Background: an optimization exercise with open tools, aiming at small area, a short achievable clock period and few clock cycles. Do not read the settings as production practice.
Where RTL was checked, it was by simulation tests only, not by an equivalence proof against the original.
Only the layout flow was run in runs 1 to 4; the RTL was not checked for function there.
No run shown here takes its clock network from TritonCTS; it comes from the design's own scripts or RTL.
The clock input has no modelled driver; a real chip could not lean on it and would need a root buffer or a full tree.
No activity file was given, so power comes from the tool's default toggle rates.

<file path="flow/flow/pre_cts.tcl">
# Clock distribution for this small design: the clock port drives four
# clkbuf_16, one per quadrant of the clock sinks, each placed at the centre
# of its sinks and driving them directly.  TritonCTS builds a deeper tree
# (nine buffers in two levels) for the same sinks; here the CTS step's own
# clock_tree_synthesis call is turned into a no-op that only propagates the
# clock, and the rest of the step (legalisation, timing repair) runs as usual.
proc my_split_clock { } {
  set block [ord::get_db_block]
  set clknet [[$block findBTerm clk] getNet]
  set master [[ord::get_db] findMaster sky130_fd_sc_hd__clkbuf_16]
  set sinks {}
  foreach it [$clknet getITerms] {
    set loc [[$it getInst] getLocation]
    lappend sinks [list [lindex $loc 0] [lindex $loc 1] $it]
  }
  set sinks [lsort -integer -index 0 $sinks]
  set half [expr {([llength $sinks] + 1) / 2}]
  set groups {}
  foreach part [list [lrange $sinks 0 [expr {$half - 1}]] [lrange $sinks $half end]] {
    set part [lsort -integer -index 1 $part]
    set h [expr {([llength $part] + 1) / 2}]
    lappend groups [lrange $part 0 [expr {$h - 1}]] [lrange $part $h end]
  }
  set g 0
  foreach grp $groups {
    if { [llength $grp] == 0 } { continue }
    set buf [odb::dbInst_create $block $master clkbuf_q$g]
    set net [odb::dbNet_create $block clknet_q$g]
    $net setSigType CLOCK
    set sx 0
    set sy 0
    foreach s $grp {
      set it [lindex $s 2]
      incr sx [lindex $s 0]
      incr sy [lindex $s 1]
      $it disconnect
      $it connect $net
    }
    [$buf findITerm A] connect $clknet
    [$buf findITerm X] connect $net
    $buf setLocation [expr {$sx / [llength $grp]}] [expr {$sy / [llength $grp]}]
    $buf setPlacementStatus PLACED
    puts "clock buffer clkbuf_q$g drives [llength $grp] sinks"
    incr g
  }
}

my_split_clock
rename clock_tree_synthesis my_unused_clock_tree_synthesis
proc clock_tree_synthesis { args } {
  set_propagated_clock [all_clocks]
  puts "clock_tree_synthesis skipped: the clock tree was built in PRE_CTS_TCL"
}
</file>
<file path="flow/constraint.sdc">
create_clock -name core_clock -period 14.0 [get_ports {clk}]
set_input_delay 2.8000 -clock core_clock [delete_from_list [all_inputs] [get_ports {clk}]]
set_output_delay 2.8000 -clock core_clock [all_outputs]
set_load 0.01 [all_outputs]
</file>
<file path="flow/design.v">
module AEC(clk, rst, ascii_in, ready, valid, result);
input clk;
input rst;
input ready;
input [7:0] ascii_in;
output valid;
output [6:0] result;
reg valid_r;            
reg k_dig, k_pm, k_mul, k_lp, k_rp;    
reg [3:0] xv;           
wire active = k_dig | k_pm | k_mul | k_lp | k_rp;
wire inexpr = ready | active;
wire [7:0] a = ascii_in;
wire is_eq  = a[4] & a[3] & a[2];              
wire is_dig = a[6] | (a[4] & ~(a[3] & a[2]));  
wire is_op  = ~a[6] & ~a[4];                   
wire [2:0] a_inc = a[2:0] + 3'd1;
always @(posedge clk) begin
	if (rst) begin
		valid_r <= 1'b0;
		k_dig   <= 1'b0;
		k_pm    <= 1'b0;
		k_mul   <= 1'b0;
		k_lp    <= 1'b0;
		k_rp    <= 1'b0;
	end else begin
		valid_r <= inexpr & is_eq;
		k_dig   <= inexpr & is_dig;
		k_pm    <= inexpr & is_op & a[0] & (a[1] | a[2]);  
		k_mul   <= inexpr & is_op & ~a[0] & a[1];           
		k_lp    <= inexpr & is_op & ~a[0] & ~a[1];          
		k_rp    <= inexpr & is_op & a[0] & ~a[2] & ~a[1];   
	end
	xv <= a[6] ? {1'b1, a_inc} :
	      is_op ? {1'b0, a[2], 2'b00} :
	      a[3:0];
end
reg [6:0] A, B, K;
reg [13:0] E0, E1;        
reg [6:0] E2;             
reg [5:0] F;              
reg po;                   
wire [6:0] S_o = {7{k_rp & F[0]}} & E0[13:7];
wire [6:0] r0 = {7{xv[0]}} & B;
wire [6:0] r1 = {7{xv[1]}} & {B[5:0], 1'b0};
wire [6:0] r2 = {7{xv[2]}} & {B[4:0], 2'b0};
wire [6:0] r3 = ({7{xv[3]}} & {B[3:0], 3'b0}) | S_o | ({7{k_mul}} & ~B);
wire [6:0] s1 = r0 ^ r1 ^ r2;
wire [6:0] c1 = (r0 & r1) | (r0 & r2) | (r1 & r2);
wire [6:0] t1 = {c1[5:0], 1'b0};
wire [6:0] s2 = s1 ^ t1 ^ r3;
wire [6:0] c2 = (s1 & t1) | (s1 & r3) | (t1 & r3);
wire [6:0] t2 = {c2[5:0], k_mul};
wire [6:0] s3 = s2 ^ t2 ^ A;
wire [6:0] c3 = (s2 & t2) | (s2 & A) | (t2 & A);
wire [6:0] P = s2 + t2;
wire [6:0] Q = s3 + {c3[5:0], 1'b0};
wire [6:0] K_o = F[0] ? E0[6:0] : K;
wire [6:0] negK = ~K + 7'd1;
always @(posedge clk) begin
	if (rst) begin
		A  <= 7'd0;
		B  <= 7'd1;
		K  <= 7'd1;
		F  <= 6'd0;
	end else begin
		if (valid_r) begin
			A <= 7'd0;
			B <= 7'd1;
			K <= 7'd1;
		end else if (k_dig) begin
			A <= Q;
			B <= P;
		end else if (k_mul) begin
			A <= Q;
		end else if (k_pm) begin
			B <= xv[2] ? negK : K;
		end else if (k_lp) begin
			A <= 7'd0;
			K <= B;
		end else if (k_rp) begin
			A <= Q;
			B <= A;
			K <= K_o;
		end
		if (k_lp)
			F <= {F[4:0], po};
		else if (k_rp)
			F <= {1'b0, F[5:1]};
	end
	po <= k_mul | k_pm;
	if (k_lp & po) begin
		E0 <= {A, K};
		E1 <= E0;
		E2 <= E1[13:7];
	end else if (k_rp & F[0]) begin
		E0 <= E1;
		E1 <= {E2, 7'd1};
	end
end
assign valid  = valid_r;
assign result = A;
endmodule
</file>
<file path="flow/standard.sh">
#!/bin/bash
# synth_recipe.tcl (not shown) runs the flow's synth.tcl, then flattens the netlist and writes it again
# the make line also repeats each setting of config.mk as NAME=value (left out here)
make -C /OpenROAD-flow-scripts/flow DESIGN_CONFIG=/design/flow/config.mk WORK_HOME=/design/flow/orfs CLKGATE_MAP_FILE= SYNTH_SCRIPT=/design/flow/synth_recipe.tcl "${@:-finish}"
</file>
<file path="flow/config.mk">
export PLATFORM = sky130hd
export DESIGN_NAME = AEC
export DESIGN_NICKNAME = AEC
export VERILOG_FILES = /design/flow/design.v
export SDC_FILE = /design/flow/constraint.sdc
export NUM_CORES = 4
export LEC_CHECK = 0
export CAP_MARGIN = 20
export CORE_MARGIN = 2
export CORE_UTILIZATION = 50
export SLEW_MARGIN = 20
</file>
<file path="flow/flow/make_args">
SETUP_SLACK_MARGIN=10.3
BUFFER_PORTS_ARGS=-buffer_cell sky130_fd_sc_hd__buf_1
</file>
<file path="flow/flow/run.sh">
#!/bin/bash
# Runs the standard ORFS layout (standard.sh) with the extra make
# settings listed one per line in flow/make_args, and flow/pre_cts.tcl as
# the CTS step's PRE_CTS_TCL hook (it builds the clock tree itself).
# make's output goes to standard_flow.log; each ORFS step also writes its
# own log under orfs/logs/.
set -euo pipefail
mapfile -t extra < flow/make_args
bash standard.sh "${extra[@]}" "PRE_CTS_TCL=$PWD/flow/pre_cts.tcl" finish > standard_flow.log 2>&1
</file>
==> summary.txt, run 1 <==
mean area per synthesized cell: 10.2 sq um
CP Cell Sequence: buf_1
diodes inserted: 0
Design Area, Final: 4350 sq um
HP Class: reg -> reg
Worst EP arrival: 0.87 ns
syn nets: 443
synth top area cells: edfxtp_1 26%, dfxtp_1 19%, fa_1 7.9%, ha_1 4.9%, mux2_2 4.2%
Die Width: 94.2 microns
First DRT Iteration DRCs: 124
final setup TNS: 0 ns
largest net degree at the start of global routing: 32
Synth warnings: 1
slowest library cell on the worst path: dfxtp_1
detailed placement HPWL: 6260 microns
vias in the first global route: 2760
antenna violations before repair: 0
final setup fails: 0
DRC errors left: 0
Bufs and invs on worst path: 1
Pleak: 0.00166 uW
GRT Total Usage: 0.203
Pre-Repair DR Iteration Count: 4
Hold Slack: 0.454 ns
core box area: 7810 sq um
crit path time final: 3.67 ns
Final Wtd Congestion: 0.841
crit path max fanout: 5
Ports: 19
area leader, netlist: edfxtp_1
outcome: timing/DRC/antenna clean
critical path class: reg -> out
met2 global-route usage: 0.357
gr ovfl total: 0
kind of end point of the critical path: primary output
fmax: 273 MHz
area added between synthesis and finish: 7.02%
Seq/Total Area, Yosys: 0.446
synth unique cells: 41
Syn Inst Count: 400
pre-CTS setup slack: 10.16 ns
Worst EP required: 11.20 ns
final worst slack: 10.33 ns
PortBufs: 16
pwr dens: 96.8 nW/um^2
startpoint types: flip-flop
final WL: 8540 microns
clock latency (worst-skew pair): 0.15 ns
Slew Limit Fails: 0
mapped cell area: 4070 sq um
final net count: 453
clk_skew: 0.0122 ns
top_reg_cell synth: dfxtp_1
RSZ-0062 raised after global routing: yes
die area: 8870 sq um
busiest grt layer: met2
count leader, synth: nand2_1
met1 Usage GRT: 0.290
hold-fix buffers at CTS: 0
Worst-path clk slew: 0.07 ns
post-synth top area share: 0.259
Routed wire per std cell: 16.7 microns
ys async rst share: 0
die span in y: 94.2 microns
Final Util: 0.557
Slew HR: 0.490
Initial Utilization: 0.521
dpl cell area: 4210 sq um
max_cap viols: 0
Hold Violations, Final: 0
most frequent cells after synthesis: 42 x nand2_1, 38 x dfxtp_1, 37 x nor2_1
IR Drop Worst-Case VDD: 0.0777 mV
Post-synth EDFFs: 35
Vias: 2769
CP top delay family: flip-flops
first-pass GRT wire length: 14200 microns
share of cells above drive strength 1: 0.0931
ANT nets after route: 0
final period utilization: 0.262
vias per cell: 5.43
Critical Path Max Stage Delay: 0.53 ns
row cnt: 32
M3 GR Usage: 0.0120
Yosys reg bits: 73
worst-margin pin slew: 0.761 ns
==> cells by family after synthesis <==
| logic type | after synthesis | synth area share |
|---|---|---|
| simple gates | 116 | 0.130 |
| flops | 73 | 0.446 |
| xor+xnor | 21 | 0.0505 |
| compound gates | 80 | 0.122 |
| buf+inv | 49 | 0.0474 |
| mux | 29 | 0.0760 |
| fa+ha+maj | 32 | 0.128 |
==> stage by stage <==
stage,total power (uW),std cells
6_report,421,510
5_1_grt,444,510
4_1_cts,423,508
3_5_place_dp,320,504
3_3_place_gp,318,504
2_1_floorplan,300,400
==> routing by layer <==
layer | part of all wire | vias up
met4 | 0.0074 | 0
met2 | 0.48 | 46
met5 | 0 | -
li1 | - | 1393
met3 | 0.042 | 4
met1 | 0.47 | 1326
==> timing repair <==
action                                  in CTS  in global routing
resized for setup                            0                  6
endpoints found under the setup margin       0                  6
buffers inserted                             0                  2
==> flip-flops by register name (all words and copies together), names as in the netlist, 4 cells and up <==
name	flops
F	6
E0	14
E1	14
K	7
E2	7
B	7
xv	4
A	7
==> path summary, 6_finish.rpt <==
path / startpoint / to / slack (ns) / cells past startpoint
worst min-delay path: E1[7]$_DFFE_PP_ / E2[0]$_DFFE_PP_ / 0.45 / 0
worst max-delay path: A[6]$_SDFFE_PP0P_ / result[6] / 10.33 / 1
worst max register to register: B[2]$_SDFFE_PP0P_ / A[6]$_SDFFE_PP0P_ / 10.44 / 13
worst min register to register: E1[7]$_DFFE_PP_ / E2[0]$_DFFE_PP_ / 0.45 / 0
==> layout by cell type (no fill, tap or decap), drive strengths merged, types with 8 or more instances in the layout <==
master and n:
ha 16, nor2 37, o21ai 20, buf 22
a211oi 17, fa 16, edfxtp 35, xnor2 12
and2 8, xor2 8, nand2 42, a21oi 23
dfxtp 38, mux2 15, mux2i 14, inv 31
==> where the power goes <==
part | switching [uW] | internal (uW) | total, uW
Combinational | 41.8 | 34.3 | 76.1
Clock | 53.5 | 51.8 | 105
Sequential | 11.9 | 228 | 240
==> cell type report <==
type	instances	area [sq um]
Buffer	4	100
Tap cell	102	128
Timing Repair Buffer	22	118
Multi-Input combinational cell	278	2070
Fill cell	721	3460
Sequential cell	73	1820
Inverter	31	116
==> inputs of run 2 (changes only) <==
==> flow/flow/make_args (replaced) <==
SETUP_SLACK_MARGIN=10.4
BUFFER_PORTS_ARGS=-buffer_cell sky130_fd_sc_hd__buf_1
==> run 2 against run 1 <==
Net effect: critical endpoint is now B[5]$_SDFFE_PP0P_; maximum frequency increased by 3.2%; setup slack better by 0.11 ns; final cell count stayed put; die area did not move; highest routed layer unchanged; core utilization is 0.64 points higher; register-to-register slack gained 0.07 ns; critical path depth is 3 higher; flip-flop and latch count unchanged.
==> summary.txt, run 2 <==
Final Util: 0.564
Worst EP required: 14.05 ns
clock latency (worst-skew pair): 0.15 ns
dpl cell area: 4230 sq um
most common cell after layout, fill and taps aside: nand2_1
syn nets: 443
antenna violations before repair: 0
ANT nets after route: 0
mapped cell area: 4070 sq um
most frequent cells after synthesis: 42 x nand2_1, 38 x dfxtp_1, 37 x nor2_1
critical path class: in -> reg
top_reg_cell synth: dfxtp_1
ys async rst share: 0
RSZ-0062 raised after global routing: yes
Seq/Total Area, Yosys: 0.446
Final Wtd Congestion: 0.788
synth unique cells: 41
Hold Violations, Final: 0
First DRT Iteration DRCs: 98
core box area: 7810 sq um
Syn Inst Count: 400
Pre-Repair DR Iteration Count: 4
diodes inserted: 0
startpoint types: input pin
final WL: 8440 microns
clk_skew: 0.0113 ns
pwr dens: 96.1 nW/um^2
final period utilization: 0.254
area occupied by multi-input gates: 2100 sq um
PortBufs: 16
Hold Slack: 0.444 ns
Post-synth EDFFs: 35
outcome: timing/DRC/antenna clean
Die Width: 94.2 microns
largest net degree at the start of global routing: 32
mean area per synthesized cell: 10.2 sq um
Yosys reg bits: 73
area added between synthesis and finish: 8.25%
row cnt: 32
HP Class: reg -> reg
worst-margin pin slew: 0.750 ns
vias per cell: 5.51
Register Area: 1830 sq um
Pleak: 0.00167 uW
Initial Utilization: 0.521
Design Area, Final: 4400 sq um
Filler cells: 718
fmax: 281 MHz
Synth warnings: 1
DRC errors left: 0
Regs by FF count: E0 x14, E1 x14
Ports: 19
crit path time final: 3.55 ns
Slew HR: 0.497
final net count: 453
final setup TNS: 0 ns
Worst-path clk slew: 0.07 ns
Worst EP arrival: 3.61 ns
share of cells above drive strength 1: 0.123
Slew Limit Fails: 0
gr ovfl total: 0
die area: 8870 sq um
Final Power: 423 uW
final setup fails: 0
area leader, netlist: edfxtp_1
crit path max fanout: 10
synth top area cells: edfxtp_1 26%, dfxtp_1 19%, fa_1 7.9%, ha_1 4.9%, mux2_2 4.2%
Vias: 2812
hold-fix buffers at CTS: 0
vias in the first global route: 2922
post-synth top area share: 0.259
detailed placement HPWL: 6170 microns
Routed wire per std cell: 16.6 microns
max_cap viols: 0
IR Drop Worst-Case VDD: 0.0830 mV
die span in y: 94.2 microns
first-pass GRT wire length: 14100 microns
GRT Total Usage: 0.199
kind of end point of the critical path: flip-flop
most frequent cells in the layout: 42 x nand2_1, 36 x nor2_1, 35 x edfxtp_1
count leader, synth: nand2_1
==> run 2: cell types whose count changed in the layout (fill, tap and decap cells not counted), moves of 2 or more <==
cell | before | now
a211oi_2 | 1 | 5
dfxtp_2 | 5 | 9
a211oi_1 | 16 | 12
dfxtp_1 | 33 | 28
a21oi_2 | 0 | 2
a21oi_1 | 23 | 21
==> run 2: what timing repair did <==
action | CTS | global route
resized for setup | 6 | 10
setup buffers | 2 | 0
pin swaps | 1 | 1
setup endpoints to repair | 6 | 16
==> run 2: worst max-delay path: stages <==
cell      delay (ns)
clkbuf_2        0.17
or2_4           0.30
buf_12          0.15
a211oi_1        0.18
==> run 2: cell type report <==
| cell class | count | area share |
|---|---|---|
| inverter | 31 | 0.0264 |
| buffer | 4 | 0.0227 |
| multi-input combinational | 278 | 0.477 |
| tap | 102 | 0.0290 |
| timing repair buffer | 22 | 0.0299 |
| sequential | 73 | 0.415 |
==> run 2: kinds of logic after synthesis <==
logic type,synth area share
simple gates,0.130
fa+ha+maj,0.128
compound gates,0.122
xor+xnor,0.0505
buf+inv,0.0474
flops,0.446
mux,0.0760
==> run 2: power breakdown <==
| group | total (uW) | internal [uW] | switching (uW) |
|---|---|---|---|
| registers | 240 | 228 | 11.9 |
| clock network | 106 | 51.8 | 54.0 |
| logic | 77.2 | 35.1 | 42.1 |
==> run 2: worst paths after layout <==
path	slack [ns]	cells after the start	from	end
setup / recovery	10.45	4	rst	B[5]$_SDFFE_PP0P_
hold / removal	0.44	0	E1[13]$_DFFE_PP_	E2[6]$_DFFE_PP_
setup reg to reg	10.51	13	B[2]$_SDFFE_PP0P_	A[6]$_SDFFE_PP0P_
hold reg to reg	0.44	0	E1[13]$_DFFE_PP_	E2[6]$_DFFE_PP_
==> run 2: metrics by stage <==
step | cells | worst slack, ns
after floorplan | 400 | 10.36
after global placement | 504 | 10.20
after detailed placement | 504 | 10.17
after CTS | 510 | 10.39
after global routing | 510 | 10.36
final | 510 | 10.45
==> run 2: per-layer routing <==
metal	wire length, microns	global-route usage
met2	3870	0.329
met4	216	0.0543
met1	4020	0.282
met3	338	0.0193
met5	0	0
==> inputs of run 3 (changes only) <==
==> flow/flow/make_args (replaced) <==
SETUP_SLACK_MARGIN=10.6
BUFFER_PORTS_ARGS=-buffer_cell sky130_fd_sc_hd__buf_1
==> run 3 against run 2 <==
Net effect: register-to-register slack better by 0.14 ns; still clean; critical path depth is 3 lower; synthesized cell count stayed put; final area is 6.4% higher; wire length is 6.6% higher; via count is 1.8% higher.
==> summary.txt, run 3 <==
slowest library cell on the worst path: dfxtp_4
diodes inserted: 0
Pre-Repair DR Iteration Count: 4
DRC errors left: 0
final setup fails: 0
pwr dens: 93.0 nW/um^2
placed instance count: 504
First DRT Iteration DRCs: 116
IR Drop Worst-Case VDD: 0.0720 mV
RSZ-0062 raised after global routing: yes
Seq/Total Area, Yosys: 0.446
crit path max fanout: 2
Worst-path clk slew: 0.08 ns
count leader, synth: nand2_1
synth top area cells: edfxtp_1 26%, dfxtp_1 19%, fa_1 7.9%, ha_1 4.9%, mux2_2 4.2%
ys async rst share: 0
Vias: 2864
syn nets: 443
outcome: timing/DRC/antenna clean
Worst EP arrival: 0.63 ns
GRT Total Usage: 0.210
CP top delay family: flip-flops
most frequent cells in the layout: 40 x nand2_1, 35 x edfxtp_1, 34 x nor2_1
fmax: 292 MHz
Critical Path Max Stage Delay: 0.37 ns
final period utilization: 0.245
Routed wire per std cell: 17.1 microns
area added between synthesis and finish: 15.2%
top_reg_cell synth: dfxtp_1
row cnt: 32
Pleak: 0.00183 uW
Ports: 19
kind of end point of the critical path: primary output
worst-margin pin slew: 0.772 ns
Slew Limit Fails: 0
clk_skew: 0.00778 ns
post-synth top area share: 0.259
max_cap viols: 0
PortBufs: 16
CP Cell Sequence: buf_6
Hold Slack: 0.466 ns
critical path class: reg -> out
final worst slack: 10.57 ns
most frequent cells after synthesis: 42 x nand2_1, 38 x dfxtp_1, 37 x nor2_1
vias in the first global route: 2873
Bufs and invs on worst path: 1
Synth warnings: 1
Yosys reg bits: 73
Filler cells: 701
die span in y: 94.2 microns
Post-synth EDFFs: 35
Initial Utilization: 0.521
Worst EP required: 11.20 ns
mapped cell area: 4070 sq um
final setup TNS: 0 ns
final WL: 9000 microns
startpoint types: flip-flop
gr ovfl total: 0
Final Wtd Congestion: 0.820
share of cells above drive strength 1: 0.228
mean area per synthesized cell: 10.2 sq um
crit path time final: 3.43 ns
detailed placement HPWL: 6370 microns
vias per cell: 5.43
antenna violations before repair: 0
synth unique cells: 41
final net count: 470
Syn Inst Count: 400
Die Width: 94.2 microns
area leader, netlist: edfxtp_1
ANT nets after route: 0
most common cell after layout, fill and taps aside: nand2_1
Worst R2R Setup Slack: 10.65 ns
die area: 8870 sq um
pre-CTS setup slack: 10.19 ns
Hold Violations, Final: 0
largest net degree at the start of global routing: 32
core box area: 7810 sq um
Post-Layout Cell Count: 527
Slew HR: 0.482
clock latency (worst-skew pair): 0.14 ns
first-pass GRT wire length: 14500 microns
Regs by FF count: E0 x14, E1 x14
HP Class: reg -> reg
## run 3: cell counts after synthesis
No cell type changed its count.
## run 3: worst register-to-register path: stages (launching register included)
cell	delay, ns
dfxtp_4	0.40
nand2_4	0.06
fa_1	0.53
inv_1	0.05
fa_1	0.54
inv_2	0.04
fa_1	0.55
inv_1	0.05
ha_1	0.26
a21o_1	0.19
a21oi_2	0.21
o21ai_2	0.10
xnor2_1	0.17
o21ai_1	0.09
## run 3: timing repair
| action | in CTS | in global routing |
|---|---|---|
| hold buffers | 0 | 0 |
| setup buffers | 12 | 7 |
| gates resized for setup | 49 | 23 |
| setup endpoints to repair | 35 | 24 |
| pin swaps | 1 | 12 |
## run 3: worst paths after layout
kind	startpoint	end	depth (start not counted)
setup / recovery	A[6]$_SDFFE_PP0P_	result[6]	1
setup reg to reg	xv[2]$_DFF_P_	A[6]$_SDFFE_PP0P_	13
hold / removal	E1[12]$_DFFE_PP_	E2[5]$_DFFE_PP_	0
hold reg to reg	E1[12]$_DFFE_PP_	E2[5]$_DFFE_PP_	0
## run 3: final cells by class
cell class	count	area (sq um)	share of cell area
timing repair buffer	39	328	0.0700
inverter	31	116	0.0248
sequential	73	1860	0.398
buffer	4	100	0.0214
tap	102	128	0.0273
multi-input combinational	278	2150	0.459
## run 3: routing by layer
layer / share of wire / track usage / wire (microns) / up-vias
met5: 0 / 0 / 0 / -
met4: 0.028 / 0.0495 / 252 / 0
met3: 0.035 / 0.0144 / 312 / 14
met2: 0.48 / 0.362 / 4320 / 46
met1: 0.46 / 0.290 / 4120 / 1375
li1: - / - / - / 1429
## run 3: logic make-up (layout without fill, tap and decap cells)
group                      after synthesis  count (layout)  share of synthesized area
and+or+nand+nor                        116             116                      0.130
AOI/OAI and AO/OA                       80              80                      0.122
DFF                                     73              73                      0.446
buffers and inverters                   49              74                     0.0474
adders and majority gates               32              32                      0.128
muxes                                   29              29                     0.0760
xor gates and xnor gates                21              21                     0.0505
## run 3: per-stage QoR
stage                     utilization  area, sq um  total power [uW]
after global placement          0.542         4230               319
after floorplan                     -         4130               301
final                           0.600         4680               436
after global routing            0.600         4680               457
after detailed placement        0.542         4230               320
after CTS                       0.583         4560               433
## run 3: report_power, final
part	internal (uW)	total, uW	switching (uW)
Sequential	228	238	9.51
Combinational	44.4	93.9	49.5
Clock	51.7	104	52.3
==> inputs of run 4 (changes only) <==
==> flow/flow/make_args (replaced) <==
SETUP_SLACK_MARGIN=10.5
BUFFER_PORTS_ARGS=-buffer_cell sky130_fd_sc_hd__buf_1
==> run 4 against run 3 <==
Net effect: still clean on timing, DRC and antenna; synthesized cell count unchanged; first-iteration DRC count up 6.0%; die area unchanged; core utilization is 2.5 points lower.
==> summary.txt, run 4 <==
crit path max fanout: 4
synth top area cells: edfxtp_1 26%, dfxtp_1 19%, fa_1 7.9%, ha_1 4.9%, mux2_2 4.2%
Regs by FF count: E0 x14, E1 x14
area added between synthesis and finish: 10.5%
die span in y: 94.2 microns
Initial Utilization: 0.521
Yosys reg bits: 73
mapped cell area: 4070 sq um
Final Wtd Congestion: 0.821
RSZ-0062 raised after global routing: yes
syn nets: 443
slowest library cell on the worst path: dfxtp_2
final period utilization: 0.249
most frequent cells in the layout: 42 x nand2_1, 36 x nor2_1, 35 x edfxtp_1
detailed placement HPWL: 6390 microns
critical path class: reg -> out
Post-Layout Cell Count: 517
clock latency (worst-skew pair): 0.15 ns
Die Width: 94.2 microns
kind of end point of the critical path: primary output
Critical Path Max Stage Delay: 0.39 ns
ANT nets after route: 0
Hold Violations, Final: 0
first-pass GRT wire length: 14400 microns
final WL: 8890 microns
Post-synth EDFFs: 35
most common cell after layout, fill and taps aside: nand2_1
clk_skew: 0.00919 ns
Bufs and invs on worst path: 1
met1 Usage GRT: 0.290
vias per cell: 5.44
Worst-path clk slew: 0.08 ns
top_reg_cell synth: dfxtp_1
largest net degree at the start of global routing: 32
final net count: 460
DRC errors left: 0
Syn Inst Count: 400
Synth warnings: 1
diodes inserted: 0
IR Drop Worst-Case VDD: 0.0750 mV
die area: 8870 sq um
Pre-Repair DR Iteration Count: 4
outcome: timing/DRC/antenna clean
pwr dens: 95.8 nW/um^2
fmax: 287 MHz
Ports: 19
Final Util: 0.575
HP Class: reg -> reg
Slew HR: 0.411
synth unique cells: 41
Pleak: 0.00174 uW
CP top delay family: flip-flops
reg-to-reg startpoint: B[2]$_SDFFE_PP0P_
ys async rst share: 0
vias in the first global route: 2817
share of cells above drive strength 1: 0.166
Routed wire per std cell: 17.2 microns
Seq/Total Area, Yosys: 0.446
First DRT Iteration DRCs: 123
count leader, synth: nand2_1
gr ovfl total: 0
row cnt: 32
worst setup path startpoint: A[1]$_SDFFE_PP0P_
busiest grt layer: met2
mean area per synthesized cell: 10.2 sq um
post-synth top area share: 0.259
worst-margin pin slew: 0.878 ns
Vias: 2813
antenna violations before repair: 0
met2 global-route usage: 0.360
core box area: 7810 sq um
final setup TNS: 0 ns
most frequent cells after synthesis: 42 x nand2_1, 38 x dfxtp_1, 37 x nor2_1
Slew Limit Fails: 0
startpoint types: flip-flop
crit path time final: 3.48 ns
GRT Total Usage: 0.209
PortBufs: 16
hold-fix buffers at CTS: 0
M3 GR Usage: 0.0209
max_cap viols: 0
min-delay src: E1[9]$_DFFE_PP_
placed instance count: 504
Worst EP required: 11.20 ns
final setup fails: 0
CP Cell Sequence: buf_2
area leader, netlist: edfxtp_1
Hold Slack: 0.473 ns
Worst EP arrival: 0.68 ns
Filler cells: 695
run 4: cell counts after synthesis:
Identical to the previous run, type by type.
run 4: timing repair:
item                       CTS  global route
setup endpoints to repair   29            18
pin swaps                    1             1
gates cloned                 0             0
setup buffers                3             6
resized for setup           22            13
run 4: power breakdown:
group          internal, uW  switching [uW]  total (uW)  leakage [uW]
Sequential              228            10.9         239      0.000618
Combinational          38.7            45.3        84.0       0.00107
Clock                  51.8            55.3         107     0.0000493
Total                   319             111         430       0.00174
run 4: final cells by class:
class                   count  area [sq um]  area share
plain buffers               4           100      0.0223
flip-flops and latches     73          1840       0.410
well taps                 102           128      0.0284
multi-input cells         278          2110       0.469
repair buffers             29           199      0.0443
inverters                  31           116      0.0259
run 4: kinds of logic (layout without fill, tap and decap cells):
family / after synthesis / after routing / share of synthesized area
simple gates: 116 / 116 / 0.130
compound gates: 80 / 80 / 0.122
flops: 73 / 73 / 0.446
buf+inv: 49 / 64 / 0.0474
fa+ha+maj: 32 / 32 / 0.128
mux: 29 / 29 / 0.0760
xor+xnor: 21 / 21 / 0.0505
run 4: metrics by stage:
stage	instance area [sq um]	setup WS, ns	total power (uW)
after floorplan	4130	10.36	301
after global placement	4230	10.20	318
after detailed placement	4230	10.17	320
after CTS	4420	10.47	426
after global routing	4490	10.41	450
final	4490	10.52	430
run 4: path summary, 6_finish.rpt:
kind	slack, ns	depth (start not counted)	endpoint
worst max-delay path	10.52	1	result[1]
worst min-delay path	0.47	0	E2[2]$_DFFE_PP_
worst max register to register	10.59	13	A[6]$_SDFFE_PP0P_
worst min register to register	0.47	0	E2[2]$_DFFE_PP_
run 4: per-layer routing:
metal	vias up	share of wire	wire length, microns
met1	1342	0.47	4150
li1	1409	-	-
met4	0	0.021	184
met5	-	0	0
met2	52	0.48	4250
met3	10	0.034	298
run 4: worst reg2reg max path: cells and delay by family (launching register included):
| family | cells | cell delay, ns |
|---|---|---|
| flip-flops | 1 | 0.41 |
| AO/OA/AOI/OAI | 4 | 0.58 |
| buffers and inverters | 3 | 0.17 |
| AND/OR/NAND/NOR | 1 | 0.09 |
| XOR/XNOR | 1 | 0.16 |
| adder cells (fa/ha/maj) | 4 | 1.89 |
==> inputs of run 5 (changes only) <==
--- a/flow/design.v
+++ b/flow/design.v
@@ -58,17 +58,13 @@
 wire [6:0] K_o = F[0] ? E0[6:0] : K;
 wire [6:0] negK = ~K + 7'd1;
 always @(posedge clk) begin
-	if (rst) begin
-		A  <= 7'd0;
-		B  <= 7'd1;
-		K  <= 7'd1;
-		F  <= 6'd0;
+	if (~active) begin
+		A <= 7'd0;
+		B <= 7'd1;
+		K <= 7'd1;
+		F <= 6'd0;
 	end else begin
-		if (valid_r) begin
-			A <= 7'd0;
-			B <= 7'd1;
-			K <= 7'd1;
-		end else if (k_dig) begin
+		if (k_dig) begin
 			A <= Q;
 			B <= P;
 		end else if (k_mul) begin
==> flow/flow/make_args (replaced) <==
SETUP_SLACK_MARGIN=10.4
BUFFER_PORTS_ARGS=-buffer_cell sky130_fd_sc_hd__buf_1
==> run 5 against run 4 <==
Net effect: first-iteration DRC count rose by 11%; critical path depth unchanged; clock power is essentially flat; maximum frequency fell by 2.1%; final area decreased by 1.7%; sequential share of layout area rose by 0.74 points; sequential power barely moved.
==> summary.txt, run 5 <==
outcome: timing/DRC/antenna clean
Ports: 19
synth unique cells: 41
Slew Limit Fails: 0
share of total power in combinational logic: 0.162
most common cell after layout, fill and taps aside: nand2_1
switch share: 0.248
Syn Inst Count: 399
die span in y: 94.0 microns
CP top delay family: flip-flops
slowest library cell on the worst path: dfxtp_1
Critical Path Max Stage Delay: 0.43 ns
antenna violations before repair: 0
core box area: 7770 sq um
mapped cell area: 4050 sq um
Yosys reg bits: 73
Worst-path clk slew: 0.08 ns
RSZ-0062 raised after global routing: no
Routed wire per std cell: 16.8 microns
final net count: 459
most frequent cells in the layout: 42 x nand2_1, 35 x edfxtp_1, 35 x nor2_1
diodes inserted: 0
Synth warnings: 1
share of cells above drive strength 1: 0.123
crit path time final: 3.56 ns
final period utilization: 0.254
ys async rst share: 0
vias in the first global route: 2763
post-synth top area share: 0.260
Regs by FF count: E0 x14, E1 x14
clock network power share: 0.257
First DRT Iteration DRCs: 136
max_cap viols: 0
fmax: 281 MHz
Reg power frac: 0.581
GRT Total Usage: 0.203
most frequent cells after synthesis: 42 x nand2_1, 38 x dfxtp_1, 35 x edfxtp_1, 35 x nor2_1, 34 x inv_1
CP Cell Sequence: buf_1
Switch Pwr: 102 uW
top_reg_cell synth: dfxtp_1
largest net degree at the start of global routing: 32
Die Width: 94.0 microns
worst-margin pin slew: 0.719 ns
syn nets: 442
HP Class: reg -> reg
Slew HR: 0.520
ANT nets after route: 0
clock latency (worst-skew pair): 0.15 ns
Bufs and invs on worst path: 1
Pleak: 0.00160 uW
Pre-Repair DR Iteration Count: 4
Worst EP arrival: 0.76 ns
area added between synthesis and finish: 9.12%
final WL: 8650 microns
crit path max fanout: 4
Hold Violations, Final: 0
mean area per synthesized cell: 10.1 sq um
count leader, synth: nand2_1
pwr dens: 92.8 nW/um^2
pre-CTS setup slack: 10.13 ns
Post-synth EDFFs: 35
Seq/Total Area, Yosys: 0.448
clk_skew: 0.0110 ns
Final Wtd Congestion: 0.788
Initial Utilization: 0.521
die area: 8830 sq um
IR Drop Worst-Case VDD: 0.0848 mV
row cnt: 32
DRC errors left: 0
area leader, netlist: edfxtp_1
gr ovfl total: 0
first-pass GRT wire length: 14100 microns
detailed placement HPWL: 6340 microns
final setup fails: 0
final setup TNS: 0 ns
kind of end point of the critical path: primary output
Vias: 2836
synth top area cells: edfxtp_1 26%, dfxtp_1 19%, fa_1 7.9%, ha_1 4.9%, mux2_2 3.9%
final worst slack: 10.44 ns
Worst EP required: 11.20 ns
P_int: 308 uW
PortBufs: 16
vias per cell: 5.50
startpoint types: flip-flop
critical path class: reg -> out
-- run 5: per-layer routing --
layer	share of wire	global-route usage
met4	0.013	0.0254
met3	0.031	0.0193
met5	0	0
met1	0.47	0.279
met2	0.49	0.358
-- run 5: logic make-up (layout without fill, tap and decap cells) --
group,Yosys count,in the layout,synth area share
AND/OR/NAND/NOR,111,111,0.125
AO/OA/AOI/OAI,82,82,0.125
flip-flops,73,73,0.448
buffers and inverters,52,67,0.0507
adder cells (fa/ha/maj),32,32,0.129
multiplexers,28,28,0.0736
XOR/XNOR,21,21,0.0489
-- run 5: power by group through the flow --
| stage | Sequential [uW] | Clock (uW) | Combinational, uW |
|---|---|---|---|
| global route | 239 | 115 | 76.6 |
| global placement | 244 | 0 | 60.1 |
| floorplan | 238 | 0 | 47.4 |
| CTS | 239 | 108 | 61.6 |
| finish | 238 | 105 | 66.6 |
| detailed placement | 244 | 0 | 61.2 |
-- run 5: worst paths after layout --
check,startpoint,to,slack [ns],cells after the start
max,A[5]$_SDFFE_PN0P_,result[5],10.44,1
min,E1[13]$_DFFE_PP_,E2[6]$_DFFE_PP_,0.46,0
max reg2reg,xv[0]$_DFF_P_,A[6]$_SDFFE_PN0P_,10.59,14
min reg2reg,E1[13]$_DFFE_PP_,E2[6]$_DFFE_PP_,0.46,0
-- run 5: timing repair --
| item | 4_1_cts | 5_1_grt |
|---|---|---|
| setup buffers | 0 | 8 |
| hold buffers | 0 | 0 |
| resized for setup | 6 | 17 |
| endpoints found under the setup margin | 3 | 5 |
| pin swaps | 1 | 7 |
-- run 5: per-stage QoR --
| stage | instance area, sq um | power (uW) | hold slack [ns] | instances | util |
|---|---|---|---|---|---|
| floorplan | 4050 | 285 | 0.420 | 399 | - |
| global placement | 4200 | 304 | 0.428 | 504 | 0.541 |
| detailed placement | 4200 | 305 | 0.443 | 504 | 0.541 |
| CTS | 4310 | 408 | 0.466 | 508 | 0.555 |
| global route | 4420 | 431 | 0.475 | 516 | 0.568 |
| finish | 4420 | 410 | 0.459 | 516 | 0.568 |
-- run 5: cell type report --
cell class | count | area, sq um
multi-input cells | 274 | 2060
repair buffers | 29 | 158
inverters | 34 | 128
fillers | 702 | 3350
flip-flops and latches | 73 | 1840
well taps | 102 | 128
plain buffers | 4 | 100
Testbench counts of run 5, summed over its fixed seeds: cycles 27,544.
==> inputs of run 6 (changes only) <==
==> flow/flow/make_args (replaced) <==
SETUP_SLACK_MARGIN=10.6
BUFFER_PORTS_ARGS=-buffer_cell sky130_fd_sc_hd__buf_1
==> run 6 against run 5 <==
Net effect: sequential share of layout area fell by 1.2 points; register-to-register slack improved by 0.09 ns; hold slack got worse by 0.0054 ns; sequential power barely moved; core utilization rose by 2.1 points; die area did not move; final area rose by 3.7%; synthesized cell count did not move; via count fell by 0.49%; clock skew rose by 0.0026 ns; final cell count rose by 1.6%; maximum frequency rose by 3.8%; largest power group unchanged.
==> summary.txt, run 6 <==
Vias: 2822
Initial Utilization: 0.521
crit path max fanout: 2
max_cap viols: 0
cell count along the critical path: 1
HP Class: reg -> reg
Pleak: 0.00169 uW
dpl cell area: 4200 sq um
clock network power share: 0.249
area occupied by multi-input gates: 2090 sq um
critical path class: reg -> out
Pre-Repair DR Iteration Count: 4
Final Wtd Congestion: 0.789
hold depth: 0
mapped cell area: 4050 sq um
Slew Limit Fails: 0
share of cells above drive strength 1: 0.187
Bufs and invs on worst path: 1
share of total power in combinational logic: 0.191
Slew HR: 0.499
count leader, synth: nand2_1
final net count: 467
Critical Path Max Stage Delay: 0.36 ns
Worst EP required: 11.20 ns
Final Power: 421 uW
final setup fails: 0
die area: 8830 sq um
Filler cells: 686
final period utilization: 0.245
row cnt: 32
IR Drop Worst-Case VDD: 0.0702 mV
RSZ-0062 raised after global routing: yes
Routed wire per std cell: 16.4 microns
final WL: 8580 microns
Syn Inst Count: 399
ANT nets after route: 0
clock latency (worst-skew pair): 0.15 ns
startpoint types: flip-flop
Worst EP arrival: 0.63 ns
most frequent cells after synthesis: 42 x nand2_1, 38 x dfxtp_1, 35 x edfxtp_1, 35 x nor2_1, 34 x inv_1
DRC errors left: 0
PortBufs: 16
Ports: 19
Register Area: 1860 sq um
largest net degree at the start of global routing: 32
antenna violations before repair: 0
P_int: 317 uW
synth top area cells: edfxtp_1 26%, dfxtp_1 19%, fa_1 7.9%, ha_1 4.9%, mux2_2 3.9%
Switch Pwr: 104 uW
Yosys reg bits: 73
diodes inserted: 0
syn nets: 442
CP Cell Sequence: buf_6
First DRT Iteration DRCs: 178
area leader, netlist: edfxtp_1
Synth warnings: 1
CP top delay family: flip-flops
fmax: 292 MHz
most frequent cells in the layout: 42 x nand2_1, 35 x edfxtp_1, 35 x nor2_1
die span in y: 94.0 microns
post-synth top area share: 0.260
Post-Layout Cell Count: 524
mean area per synthesized cell: 10.1 sq um
pwr dens: 91.9 nW/um^2
vias in the first global route: 2761
worst-margin pin slew: 0.745 ns
vias per cell: 5.39
synth unique cells: 41
Design Area, Final: 4580 sq um
most common cell after layout, fill and taps aside: nand2_1
outcome: timing/DRC/antenna clean
Post-synth EDFFs: 35
clk_skew: 0.0136 ns
core box area: 7770 sq um
Reg power frac: 0.559
crit path time final: 3.43 ns
GRT Total Usage: 0.203
area added between synthesis and finish: 13.1%
Worst Reg-to-Reg Cells: 14
detailed placement HPWL: 6220 microns
Hold Slack: 0.454 ns
Worst-path clk slew: 0.08 ns
kind of end point of the critical path: primary output
Die Width: 94.0 microns
top_reg_cell synth: dfxtp_1
final setup TNS: 0 ns
gr ovfl total: 0
Regs by FF count: E0 x14, E1 x14
ys async rst share: 0
first-pass GRT wire length: 14200 microns
switch share: 0.246
Seq/Total Area, Yosys: 0.448
slowest library cell on the worst path: dfxtp_4
placed instance count: 504
Hold Violations, Final: 0
[run 6: path summary, 6_finish.rpt]
| path | from | to | slack (ns) |
|---|---|---|---|
| worst min-delay path | E1[13]$_DFFE_PP_ | E2[6]$_DFFE_PP_ | 0.45 |
| worst max-delay path | A[4]$_SDFFE_PN0P_ | result[4] | 10.57 |
| worst min register to register | E1[13]$_DFFE_PP_ | E2[6]$_DFFE_PP_ | 0.45 |
| worst max register to register | xv[0]$_DFF_P_ | A[6]$_SDFFE_PN0P_ | 10.68 |
[run 6: cell type report]
class / instances / share of cell area
Buffer: 4 / 0.0219
Inverter: 34 / 0.0279
Multi-Input combinational cell: 274 / 0.457
Sequential cell: 73 / 0.405
Tap cell: 102 / 0.0279
Timing Repair Buffer: 37 / 0.0599
[run 6: kinds of logic (layout without fill, tap and decap cells)]
logic type               Yosys count  after routing  share of synthesized area
AO/OA/AOI/OAI                     82             82                      0.125
XOR/XNOR                          21             21                     0.0489
adder cells (fa/ha/maj)           32             32                      0.129
buffers and inverters             52             75                     0.0507
flip-flops                        73             73                      0.448
multiplexers                      28             28                     0.0736
AND/OR/NAND/NOR                  111            111                      0.125
[run 6: repair_timing]
item                       CTS  global route
pin swaps                    3             6
hold buffers                 0             0
setup endpoints to repair   15            12
setup buffers               10             6
gates resized for setup     40            13
[run 6: stage by stage]
step / util / setup slack, ns
2_1_floorplan: - / 10.60
4_1_cts: 0.575 / 10.56
5_1_grt: 0.589 / 10.56
3_5_place_dp: 0.541 / 10.21
6_report: 0.589 / 10.57
3_3_place_gp: 0.541 / 10.21
[run 6: power groups by stage]
stage / Sequential (uW) / Clock, uW / Combinational (uW)
4_1_cts: 236 / 108 / 74.2
3_5_place_dp: 243 / 0 / 60.9
3_3_place_gp: 244 / 0 / 60.0
2_1_floorplan: 238 / 0 / 47.6
6_report: 235 / 105 / 80.4
5_1_grt: 236 / 116 / 90.8
[run 6: layer usage]
metal,part of all wire,vias to the layer above,GRT usage
met5,0,-,0
met4,0.011,0,0.0193
met3,0.029,7,0.0144
met2,0.50,30,0.369
met1,0.46,1368,0.275
li1,-,1417,-
==> inputs of run 7 (changes only) <==
==> flow/flow/make_args (replaced) <==
SETUP_SLACK_MARGIN=10.5
BUFFER_PORTS_ARGS=-buffer_cell sky130_fd_sc_hd__buf_1
--- a/flow/config.mk
+++ b/flow/config.mk
@@ -7,5 +7,5 @@
 export LEC_CHECK = 0
 export CAP_MARGIN = 20
 export CORE_MARGIN = 2
-export CORE_UTILIZATION = 50
+export CORE_UTILIZATION = 60
 export SLEW_MARGIN = 20
==> run 7 against run 6 <==
Net effect: hold slack better by 0.016 ns; power is 2.4% lower; final cell count fell by 5.9%; critical path depth did not move; die area fell by 16%; first-iteration DRC count is 31% higher; clock power about the same; area after synthesis did not move; sequential power about the same; maximum frequency is 1.6% lower; combinational power fell by 11%; critical path type unchanged.
==> summary.txt, run 7 <==
outcome: timing/DRC/antenna clean
detailed placement HPWL: 6080 microns
Switch Pwr: 99.9 uW
Vias: 2849
area leader, netlist: edfxtp_1
placed instance count: 479
HP Class: reg -> reg
worst-margin pin slew: 0.742 ns
Worst EP arrival: 0.68 ns
Worst-path clk slew: 0.08 ns
IR Drop Worst-Case VDD: 0.105 mV
Regs by FF count: E0 x14, E1 x14
mean area per synthesized cell: 10.1 sq um
DRC errors left: 0
antenna violations before repair: 0
Final Util: 0.689
top_reg_cell synth: dfxtp_1
final WL: 8160 microns
P_int: 311 uW
count leader, synth: nand2_1
First DRT Iteration DRCs: 234
M3 GR Usage: 0.00962
most frequent cells after synthesis: 42 x nand2_1, 38 x dfxtp_1, 35 x edfxtp_1, 35 x nor2_1, 34 x inv_1
Worst EP required: 11.20 ns
crit path time final: 3.48 ns
Slew Limit Fails: 0
met1 Usage GRT: 0.312
post-synth top area share: 0.260
Ports: 19
mapped cell area: 4050 sq um
syn nets: 442
RSZ-0062 raised after global routing: yes
CP Cell Sequence: clkbuf_2
Pleak: 0.00163 uW
Die Width: 86.1 microns
Synth warnings: 1
largest net degree at the start of global routing: 32
Initial Utilization: 0.630
vias in the first global route: 2757
startpoint types: flip-flop
synth top area cells: edfxtp_1 26%, dfxtp_1 19%, fa_1 7.9%, ha_1 4.9%, mux2_2 3.9%
area added between synthesis and finish: 9.37%
Reg power frac: 0.575
final setup fails: 0
kind of end point of the critical path: primary output
die span in y: 86.1 microns
synth unique cells: 41
core box area: 6420 sq um
final setup TNS: 0 ns
final period utilization: 0.249
share of cells above drive strength 1: 0.154
Critical Path Max Stage Delay: 0.39 ns
GRT Total Usage: 0.229
Post-Layout Cell Count: 493
most common cell after layout, fill and taps aside: nand2_1
final net count: 461
fmax: 287 MHz
Final Power: 411 uW
switch share: 0.243
met2 global-route usage: 0.416
busiest grt layer: met2
row cnt: 29
Post-synth EDFFs: 35
die area: 7420 sq um
diodes inserted: 0
slowest library cell on the worst path: dfxtp_1
Yosys reg bits: 73
Syn Inst Count: 399
pwr dens: 92.8 nW/um^2
clock network power share: 0.250
vias per cell: 5.78
clock latency (worst-skew pair): 0.14 ns
max_cap viols: 0
ANT nets after route: 0
ys async rst share: 0
CP top delay family: flip-flops
PortBufs: 16
critical path class: reg -> out
Bufs and invs on worst path: 1
Hold Violations, Final: 0
share of total power in combinational logic: 0.174
first-pass GRT wire length: 13500 microns
clk_skew: 0.00779 ns
Slew HR: 0.501
most frequent cells in the layout: 41 x nand2_1, 35 x edfxtp_1, 35 x nor2_1
Seq/Total Area, Yosys: 0.448
gr ovfl total: 0
Final Wtd Congestion: 0.847
Routed wire per std cell: 16.5 microns
Pre-Repair DR Iteration Count: 5
crit path max fanout: 4
[run 7: cell count changes in the layout (fill, tap and decap cells not counted), moves of 2 or more]
| cell | delta |
|---|---|
| clkbuf_2 | +2 |
| buf_1 | +5 |
| buf_6 | -7 |
| dfxtp_4 | -2 |
| dfxtp_1 | +2 |
| buf_4 | -6 |
[run 7: path summary, 6_finish.rpt]
| path | start | end | slack [ns] | cells after the start |
|---|---|---|---|---|
| worst max-delay path | A[2]$_SDFFE_PN0P_ | result[2] | 10.52 | 1 |
| worst min-delay path | E1[7]$_DFFE_PP_ | E2[0]$_DFFE_PP_ | 0.47 | 0 |
| worst max register to register | xv[0]$_DFF_P_ | A[6]$_SDFFE_PN0P_ | 10.64 | 14 |
| worst min register to register | E1[7]$_DFFE_PP_ | E2[0]$_DFFE_PP_ | 0.47 | 0 |
[run 7: per-stage QoR]
stage	setup WS (ns)	area [sq um]	hold WS (ns)
after floorplan	10.55	4050	0.420
after global placement	10.22	4170	0.429
after detailed placement	10.18	4170	0.436
after CTS	10.46	4310	0.470
after global routing	10.48	4430	0.477
final	10.52	4430	0.470
[run 7: timing repair]
| item | in CTS | in global routing |
|---|---|---|
| pin swaps | 1 | 6 |
| resized for setup | 19 | 16 |
| setup endpoints to repair | 6 | 8 |
| buffers inserted | 1 | 9 |
| hold buffers | 0 | 0 |
[run 7: layout make-up]
cell class | count | area [sq um]
buffer | 4 | 100
sequential | 73 | 1850
timing repair buffer | 31 | 179
tap | 77 | 96.3
fill | 512 | 2000
multi-input combinational | 274 | 2070
inverter | 34 | 128
[run 7: layer usage]
metal  share of wire  wire (microns)
met1            0.45            3670
met2            0.51            4140
met3           0.030             246
met4           0.013             102
met5               0               0
[run 7: cells by family (layout without fill, tap and decap cells)]
| logic type | count (synthesis) | in the layout | synth area share |
|---|---|---|---|
| AO/OA/AOI/OAI | 82 | 82 | 0.125 |
| XOR/XNOR | 21 | 21 | 0.0489 |
| adder cells (fa/ha/maj) | 32 | 32 | 0.129 |
| buffers and inverters | 52 | 69 | 0.0507 |
| flip-flops | 73 | 73 | 0.448 |
| multiplexers | 28 | 28 | 0.0736 |
| AND/OR/NAND/NOR | 111 | 111 | 0.125 |
[run 7: power groups by stage]
stage | logic [uW] | registers [uW] | clock network, uW
CTS | 64.2 | 238 | 105
detailed placement | 61.1 | 243 | 0
floorplan | 47.5 | 238 | 0
global placement | 59.7 | 243 | 0
global route | 81.6 | 237 | 111
finish | 71.6 | 236 | 103
==> inputs of run 8 (changes only) <==
--- a/flow/config.mk
+++ b/flow/config.mk
@@ -7,5 +7,5 @@
 export LEC_CHECK = 0
 export CAP_MARGIN = 20
 export CORE_MARGIN = 2
-export CORE_UTILIZATION = 60
+export CORE_UTILIZATION = 40
 export SLEW_MARGIN = 20
==> run 8 against run 7 <==
Net effect: still clean; final area increased by 2.0%; core utilization shrank 23 points; register-to-register slack lost 0.03 ns; flip-flop and latch count did not move; largest cell class unchanged; highest routed layer unchanged.
==> summary.txt, run 8 <==
outcome: timing/DRC/antenna clean
area added between synthesis and finish: 11.5%
vias in the first global route: 2661
Syn Inst Count: 399
final WL: 8240 microns
antenna violations before repair: 0
CP Cell Sequence: clkbuf_2
Critical Path Max Stage Delay: 0.39 ns
Worst-path clk slew: 0.07 ns
fmax: 287 MHz
gr ovfl total: 0
most frequent cells after synthesis: 42 x nand2_1, 38 x dfxtp_1, 35 x edfxtp_1, 35 x nor2_1, 34 x inv_1
DRC errors left: 0
Worst R2R Setup Slack: 10.61 ns
RSZ-0062 raised after global routing: yes
Ports: 19
crit path max fanout: 3
Initial Utilization: 0.412
max_cap viols: 0
row cnt: 36
hold-fix buffers at CTS: 0
Yosys reg bits: 73
Final Wtd Congestion: 0.833
diodes inserted: 0
final period utilization: 0.249
IR Drop Worst-Case VDD: 0.0570 mV
Seq/Total Area, Yosys: 0.448
Hold Violations, Final: 0
mean area per synthesized cell: 10.1 sq um
first-pass GRT wire length: 13800 microns
clk_skew: 0.00696 ns
clock latency (worst-skew pair): 0.14 ns
Slew HR: 0.501
HP Class: reg -> reg
synth unique cells: 41
vias per cell: 5.02
pre-CTS setup slack: 10.15 ns
Routed wire per std cell: 15.0 microns
die area: 10900 sq um
worst-margin pin slew: 0.743 ns
slowest library cell on the worst path: dfxtp_1
mapped cell area: 4050 sq um
Worst EP required: 11.20 ns
ys async rst share: 0
Vias: 2754
Post-synth EDFFs: 35
First DRT Iteration DRCs: 125
share of cells above drive strength 1: 0.163
die span in y: 105 microns
Regs by FF count: E0 x14, E1 x14
critical path class: reg -> out
Worst EP arrival: 0.68 ns
Pre-Repair DR Iteration Count: 4
final worst slack: 10.52 ns
detailed placement HPWL: 6130 microns
core box area: 9820 sq um
most common cell after layout, fill and taps aside: nand2_1
Die Width: 105 microns
startpoint types: flip-flop
crit path time final: 3.48 ns
most frequent cells in the layout: 41 x nand2_1, 35 x edfxtp_1, 35 x nor2_1
PortBufs: 16
area leader, netlist: edfxtp_1
Bufs and invs on worst path: 1
Synth warnings: 1
pwr dens: 92.2 nW/um^2
count leader, synth: nand2_1
kind of end point of the critical path: primary output
largest net degree at the start of global routing: 32
syn nets: 442
final setup fails: 0
Pleak: 0.00163 uW
ANT nets after route: 0
GRT Total Usage: 0.152
synth top area cells: edfxtp_1 26%, dfxtp_1 19%, fa_1 7.9%, ha_1 4.9%, mux2_2 3.9%
post-synth top area share: 0.260
CP top delay family: flip-flops
Slew Limit Fails: 0
top_reg_cell synth: dfxtp_1
final net count: 461
final setup TNS: 0 ns
## run 8: changes by cell type in the layout (fill, tap and decap cells not counted), sizes merged
cell	previous run	this run
buf	28	25
clkbuf	7	10
## run 8: path summary, 6_finish.rpt
check                                        from                end  depth (start not counted)
worst max-delay path            A[6]$_SDFFE_PN0P_          result[6]                          1
worst min-delay path             E1[11]$_DFFE_PP_    E2[4]$_DFFE_PP_                          0
worst max register to register      xv[0]$_DFF_P_  A[6]$_SDFFE_PN0P_                         15
worst min register to register   E1[11]$_DFFE_PP_    E2[4]$_DFFE_PP_                          0
## run 8: repair_timing
action | CTS | global route
pin swaps | 3 | 4
gates resized for setup | 22 | 18
cloned | 0 | 0
setup endpoints to repair | 7 | 8
setup buffers | 4 | 6
## run 8: layout make-up
| class | instances | area (sq um) |
|---|---|---|
| multi-input combinational | 274 | 2090 |
| timing repair buffer | 31 | 181 |
| buffer | 4 | 100 |
| inverter | 34 | 128 |
| sequential | 73 | 1850 |
| fill | 987 | 5310 |
| tap | 133 | 166 |
## run 8: power by group
group	switching (uW)	internal (uW)	leakage, uW
clock network	52.9	51.7	0.0000493
registers	9.80	228	0.000529
logic	39.4	34.3	0.00105
## run 8: stage by stage
stage / utilization / cell area (sq um) / hold slack, ns / cells / total power [uW]
finish: 0.459 / 4510 / 0.454 / 549 / 416
global route: 0.459 / 4510 / 0.477 / 549 / 437
CTS: 0.450 / 4410 / 0.456 / 543 / 409
detailed placement: 0.433 / 4250 / 0.435 / 535 / 304
global placement: 0.432 / 4240 / 0.445 / 535 / 303
floorplan: - / 4050 / 0.420 / 399 / 286
## run 8: kinds of logic after synthesis
kind of cell	after synthesis	share of synthesized area
multiplexers	28	0.0736
XOR/XNOR	21	0.0489
adder cells (fa/ha/maj)	32	0.129
buffers and inverters	52	0.0507
flip-flops	73	0.448
AO/OA/AOI/OAI	82	0.125
AND/OR/NAND/NOR	111	0.125
## run 8: layer usage
metal	vias up	part of all wire	wire (microns)	track usage
met2	37	0.44	3670	0.252
met3	11	0.026	212	0.00998
met5	-	0	0	0
met4	0	0.022	182	0.0257
met1	1301	0.51	4180	0.224
li1	1405	-	-	-
==> inputs of run 9 (changes only) <==
--- a/flow/config.mk
+++ b/flow/config.mk
@@ -7,5 +7,6 @@
 export LEC_CHECK = 0
 export CAP_MARGIN = 20
 export CORE_MARGIN = 2
-export CORE_UTILIZATION = 40
+export CORE_UTILIZATION = 50
 export SLEW_MARGIN = 20
+export TNS_END_PERCENT = 0
==> run 9 against run 8 <==
Net effect: flip-flop and latch count did not move; wire length grew 1.9%; die area fell by 19%; hold slack improved by 0.0037 ns; via count grew 1.9%; synthesized cell count unchanged; core utilization up 11 points; still clean on timing, DRC and antenna; global-route usage grew 4.7 points; final cell count decreased by 5.6%; largest power group unchanged.
==> summary.txt, run 9 <==
Pre-Repair DR Iteration Count: 5
area occupied by multi-input gates: 2060 sq um
final WL: 8400 microns
area leader, netlist: edfxtp_1
most frequent cells after synthesis: 42 x nand2_1, 38 x dfxtp_1, 35 x edfxtp_1, 35 x nor2_1, 34 x inv_1
clock latency (worst-skew pair): 0.15 ns
worst-margin pin slew: 0.706 ns
Filler cells: 686
Post-Layout Cell Count: 518
max_cap viols: 0
Post-synth EDFFs: 35
Register Area: 1850 sq um
Yosys reg bits: 73
Slew HR: 0.526
Worst R2R Setup Slack: 10.63 ns
Syn Inst Count: 399
row cnt: 32
share of cells above drive strength 1: 0.144
DRC errors left: 0
crit path max fanout: 5
synth unique cells: 41
Design Area, Final: 4450 sq um
ys async rst share: 0
Die Width: 94.0 microns
post-synth top area share: 0.260
Vias: 2806
Hold Violations, Final: 0
reg-to-reg startpoint: B[4]$_SDFFE_PN0P_
Critical R2R Capture: A[6]$_SDFFE_PN0P_
CP Cell Sequence: clkbuf_2
slowest library cell on the worst path: dfxtp_4
Worst EP arrival: 0.70 ns
RSZ-0062 raised after global routing: yes
Routed wire per std cell: 16.2 microns
mean area per synthesized cell: 10.1 sq um
startpoint types: flip-flop
ANT nets after route: 0
vias per cell: 5.42
Worst-path clk slew: 0.08 ns
top_reg_cell synth: dfxtp_1
detailed placement HPWL: 6300 microns
Regs by FF count: E0 x14, E1 x14
Worst EP required: 11.20 ns
Worst Reg-to-Reg Cells: 13
Seq/Total Area, Yosys: 0.448
synth top area cells: edfxtp_1 26%, dfxtp_1 19%, fa_1 7.9%, ha_1 4.9%, mux2_2 3.9%
fmax: 286 MHz
area added between synthesis and finish: 9.86%
Slew Limit Fails: 0
min-delay src: E1[13]$_DFFE_PP_
Hold Path Sink: E2[6]$_DFFE_PP_
final net count: 461
vias in the first global route: 2735
first-pass GRT wire length: 14000 microns
diodes inserted: 0
die area: 8830 sq um
Ports: 19
IR Drop Worst-Case VDD: 0.0815 mV
HP Class: reg -> reg
hold depth: 0
outcome: timing/DRC/antenna clean
gr ovfl total: 0
dpl cell area: 4200 sq um
First DRT Iteration DRCs: 89
largest net degree at the start of global routing: 32
Synth warnings: 1
clk_skew: 0.00926 ns
final setup TNS: 0 ns
core box area: 7770 sq um
PortBufs: 16
final period utilization: 0.250
hold-fix buffers at CTS: 0
Final Wtd Congestion: 0.793
Bufs and invs on worst path: 1
count leader, synth: nand2_1
final setup fails: 0
CP top delay family: flip-flops
Pleak: 0.00162 uW
most common cell after layout, fill and taps aside: nand2_1
pwr dens: 92.6 nW/um^2
syn nets: 442
mapped cell area: 4050 sq um
antenna violations before repair: 0
GRT Total Usage: 0.199
most frequent cells in the layout: 41 x nand2_1, 35 x edfxtp_1, 35 x nor2_1
placed instance count: 504
kind of end point of the critical path: primary output
die span in y: 94.0 microns
critical path class: reg -> out
Critical Path Max Stage Delay: 0.41 ns
crit path time final: 3.50 ns
Initial Utilization: 0.521
[run 9: cell types whose count changed in the layout (fill, tap and decap cells not counted), sizes merged]
cell	change
buf	+3
clkbuf	-3
[run 9: layout make-up]
class                           instances  share of cell area
Tap cell                              102              0.0287
Timing Repair Buffer                   31              0.0397
Sequential cell                        73               0.416
Multi-Input combinational cell        274               0.464
Inverter                               34              0.0287
Buffer                                  4              0.0225
[run 9: repair_timing]
item / 4_1_cts / 5_1_grt
pin swaps: 1 / 7
setup buffers: 1 / 9
endpoints found under the setup margin: 8 / 12
resized for setup: 18 / 14
[run 9: metrics by stage]
| stage | hold slack (ns) | power (uW) | util | setup WS (ns) |
|---|---|---|---|---|
| global placement | 0.429 | 304 | 0.541 | 10.20 |
| finish | 0.458 | 412 | 0.572 | 10.50 |
| CTS | 0.458 | 409 | 0.559 | 10.46 |
| global route | 0.479 | 435 | 0.572 | 10.46 |
| floorplan | 0.420 | 286 | - | 10.55 |
| detailed placement | 0.436 | 305 | 0.541 | 10.16 |
[run 9: kinds of logic after synthesis]
family | after synthesis | share of synthesized area
AOI/OAI and AO/OA | 82 | 0.125
xor gates and xnor gates | 21 | 0.0489
adders and majority gates | 32 | 0.129
buffers and inverters | 52 | 0.0507
DFF | 73 | 0.448
muxes | 28 | 0.0736
and+or+nand+nor | 111 | 0.125
[run 9: power by group]
part,internal [uW],leakage (uW),switching (uW)
logic,31.1,0.00104,39.0
clock network,51.7,0.0000493,52.9
registers,227,0.000529,9.63
[run 9: layer usage]
layer	track usage	routed length, microns	share of wire	vias to the layer above
met5	0	0	0	-
met4	0.0254	101	0.012	0
met3	0.0177	252	0.030	6
met2	0.357	4210	0.50	29
met1	0.270	3830	0.46	1364
li1	-	-	-	1407
[run 9: worst max-delay path by stage]
stage / slack, ns / cells after the start / from / to
3_3_place_gp: 10.20 / 14 / B[2]$_SDFFE_PN0P_ / A[6]$_SDFFE_PN0P_
4_1_cts: 10.46 / 1 / A[4]$_SDFFE_PN0P_ / result[4]
3_5_place_dp: 10.16 / 14 / B[2]$_SDFFE_PN0P_ / A[6]$_SDFFE_PN0P_
6_report: 10.50 / 1 / A[3]$_SDFFE_PN0P_ / result[3]
2_1_floorplan: 10.55 / 3 / ascii_in[6] / k_lp$_SDFF_PP0_
5_1_grt: 10.46 / 1 / A[2]$_SDFFE_PN0P_ / result[2]
==> inputs of run 10 (changes only) <==
--- a/flow/config.mk
+++ b/flow/config.mk
@@ -9,4 +9,4 @@
 export CORE_MARGIN = 2
 export CORE_UTILIZATION = 50
 export SLEW_MARGIN = 20
-export TNS_END_PERCENT = 0
+export TNS_END_PERCENT = 10
==> run 10 against run 9 <==
Net effect: still clean on timing, DRC and antenna; clock power is essentially flat; maximum frequency is the same; sequential share of layout area is the same; global-route usage is the same; final area is the same; synthesized cell count is the same; die area is the same; area after synthesis is the same.
==> summary.txt, run 10 <==
outcome: timing/DRC/antenna clean
vias in the first global route: 2735
Yosys reg bits: 73
Slew Limit Fails: 0
Worst EP arrival: 0.70 ns
core box area: 7770 sq um
DRC errors left: 0
synth top area cells: edfxtp_1 26%, dfxtp_1 19%, fa_1 7.9%, ha_1 4.9%, mux2_2 3.9%
CP Cell Sequence: clkbuf_2
Syn Inst Count: 399
Filler cells: 686
Hold Path Sink: E2[6]$_DFFE_PP_
pre-CTS setup slack: 10.16 ns
share of cells above drive strength 1: 0.144
Slew HR: 0.526
detailed placement HPWL: 6300 microns
antenna violations before repair: 0
startpoint types: flip-flop
CP top delay family: flip-flops
most frequent cells in the layout: 41 x nand2_1, 35 x edfxtp_1, 35 x nor2_1
count leader, synth: nand2_1
Synth warnings: 1
min-delay src: E1[13]$_DFFE_PP_
hold depth: 0
reg-to-reg startpoint: B[4]$_SDFFE_PN0P_
most common cell after layout, fill and taps aside: nand2_1
Final Power: 412 uW
area added between synthesis and finish: 9.86%
vias per cell: 5.42
ANT nets after route: 0
hold-fix buffers at CTS: 0
Ports: 19
Worst Reg-to-Reg Cells: 13
IR Drop Worst-Case VDD: 0.0815 mV
Hold Slack: 0.458 ns
final WL: 8400 microns
GRT Total Usage: 0.199
first-pass GRT wire length: 14000 microns
RSZ-0062 raised after global routing: yes
Vias: 2806
die area: 8830 sq um
critical path class: reg -> out
Pre-Repair DR Iteration Count: 5
Worst-path clk slew: 0.08 ns
Initial Utilization: 0.521
Routed wire per std cell: 16.2 microns
slowest library cell on the worst path: dfxtp_4
clk_skew: 0.00926 ns
final worst slack: 10.50 ns
max_cap viols: 0
top_reg_cell synth: dfxtp_1
Critical Path Max Stage Delay: 0.41 ns
final net count: 461
Critical R2R Capture: A[6]$_SDFFE_PN0P_
die span in y: 94.0 microns
diodes inserted: 0
area leader, netlist: edfxtp_1
Bufs and invs on worst path: 1
post-synth top area share: 0.260
Worst R2R Setup Slack: 10.63 ns
crit path max fanout: 5
mean area per synthesized cell: 10.1 sq um
syn nets: 442
PortBufs: 16
pwr dens: 92.6 nW/um^2
Final Wtd Congestion: 0.793
ys async rst share: 0
Worst EP required: 11.20 ns
Post-synth EDFFs: 35
HP Class: reg -> reg
clock latency (worst-skew pair): 0.15 ns
gr ovfl total: 0
largest net degree at the start of global routing: 32
row cnt: 32
synth unique cells: 41
worst-margin pin slew: 0.706 ns
Die Width: 94.0 microns
Seq/Total Area, Yosys: 0.448
final period utilization: 0.250
Hold Violations, Final: 0
First DRT Iteration DRCs: 89
crit path time final: 3.50 ns
final setup fails: 0
Regs by FF count: E0 x14, E1 x14
kind of end point of the critical path: primary output
fmax: 286 MHz
mapped cell area: 4050 sq um
most frequent cells after synthesis: 42 x nand2_1, 38 x dfxtp_1, 35 x edfxtp_1, 35 x nor2_1, 34 x inv_1
final setup TNS: 0 ns
Pleak: 0.00162 uW
## run 10: cell type report
class                           instances  area [sq um]  area share
Inverter                               34           128      0.0287
Tap cell                              102           128      0.0287
Sequential cell                        73          1850       0.416
Timing Repair Buffer                   31           176      0.0397
Multi-Input combinational cell        274          2060       0.464
Buffer                                  4           100      0.0225
## run 10: worst max path at each step
stage | start | end | cells past startpoint
3_3_place_gp | B[2]$_SDFFE_PN0P_ | A[6]$_SDFFE_PN0P_ | 14
3_5_place_dp | B[2]$_SDFFE_PN0P_ | A[6]$_SDFFE_PN0P_ | 14
2_1_floorplan | ascii_in[6] | k_lp$_SDFF_PP0_ | 3
5_1_grt | A[2]$_SDFFE_PN0P_ | result[2] | 1
4_1_cts | A[4]$_SDFFE_PN0P_ | result[4] | 1
6_report | A[3]$_SDFFE_PN0P_ | result[3] | 1
## run 10: report_power, final
group | leakage, uW | total [uW] | internal [uW] | switching (uW)
Clock | 0.0000493 | 105 | 51.7 | 52.9
Combinational | 0.00104 | 70.2 | 31.1 | 39.0
Sequential | 0.000529 | 237 | 227 | 9.63
## run 10: cells by family (layout without fill, tap and decap cells)
kind of cell	count (synthesis)	count (layout)	synth area share
xor gates and xnor gates	21	21	0.0489
adders and majority gates	32	32	0.129
buffers and inverters	52	69	0.0507
muxes	28	28	0.0736
AOI/OAI and AO/OA	82	82	0.125
and+or+nand+nor	111	111	0.125
DFF	73	73	0.448
## run 10: metal layers
metal | wire length (microns) | vias up | global-route usage
met5 | 0 | - | 0
met1 | 3830 | 1364 | 0.270
met2 | 4210 | 29 | 0.357
met4 | 101 | 0 | 0.0254
li1 | - | 1407 | -
met3 | 252 | 6 | 0.0177
## run 10: timing repair
action | 4_1_cts | 5_1_grt
pin swaps | 1 | 7
buffers inserted | 1 | 9
setup endpoints to repair | 8 | 12
cloned | 0 | 0
gates resized for setup | 18 | 14
## run 10: through the flow
stage	util	instances	instance area, sq um
finish	0.572	518	4450
global route	0.572	518	4450
CTS	0.559	509	4340
detailed placement	0.541	504	4200
global placement	0.541	504	4200
floorplan	-	399	4050

==> static timing again, ports no longer ideal <==
Ports are ideal in the flow. The routed layouts listed here were re-timed in OpenROAD. Step 1 assumes that a clkbuf_16 drives the clock port and a buf_2 every other input. Step 2 times the ports against the registers' clock, not the clock port: input delays grow and output delays shrink by t, the midpoint of the rising clock arrivals with the driver on. a / b / c = ideal ports / drivers / drivers and shift; a / b = the first two.
run | t (ns) | slack for setup (ns) | clock arrival spread, ns | slew at the worst register clock pin (ns) | cell pins on the clock port's net
run 1 | 0.223 | 10.333 / 10.253 / 10.181 | 0.013 / 0.012 | 0.08 / 0.08 | 4
run 2 | 0.221 | 10.446 / 10.367 / 10.284 | 0.011 / 0.012 | 0.08 / 0.08 | 4
run 3 | 0.224 | 10.573 / 10.489 / 10.397 | 0.008 / 0.008 | 0.08 / 0.08 | 4
run 4 | 0.222 | 10.517 / 10.439 / 10.381 | 0.009 / 0.009 | 0.08 / 0.08 | 4
run 5 | 0.222 | 10.443 / 10.364 / 10.424 | 0.011 / 0.011 | 0.08 / 0.08 | 4
run 6 | 0.223 | 10.574 / 10.493 / 10.484 | 0.013 / 0.013 | 0.08 / 0.08 | 4
run 7 | 0.215 | 10.520 / 10.443 / 10.416 | 0.008 / 0.007 | 0.08 / 0.08 | 4
run 8 | 0.218 | 10.518 / 10.440 / 10.437 | 0.007 / 0.007 | 0.08 / 0.08 | 4
run 9 | 0.224 | 10.501 / 10.419 / 10.399 | 0.009 / 0.010 | 0.08 / 0.08 | 4
run 10 | 0.224 | 10.501 / 10.419 / 10.399 | 0.009 / 0.010 | 0.08 / 0.08 | 4
After both steps setup and hold are still met in every run listed. For run 3, which loses most, drivers alone change the setup slack by -0.084 ns; drivers and shift together by -0.176 ns.
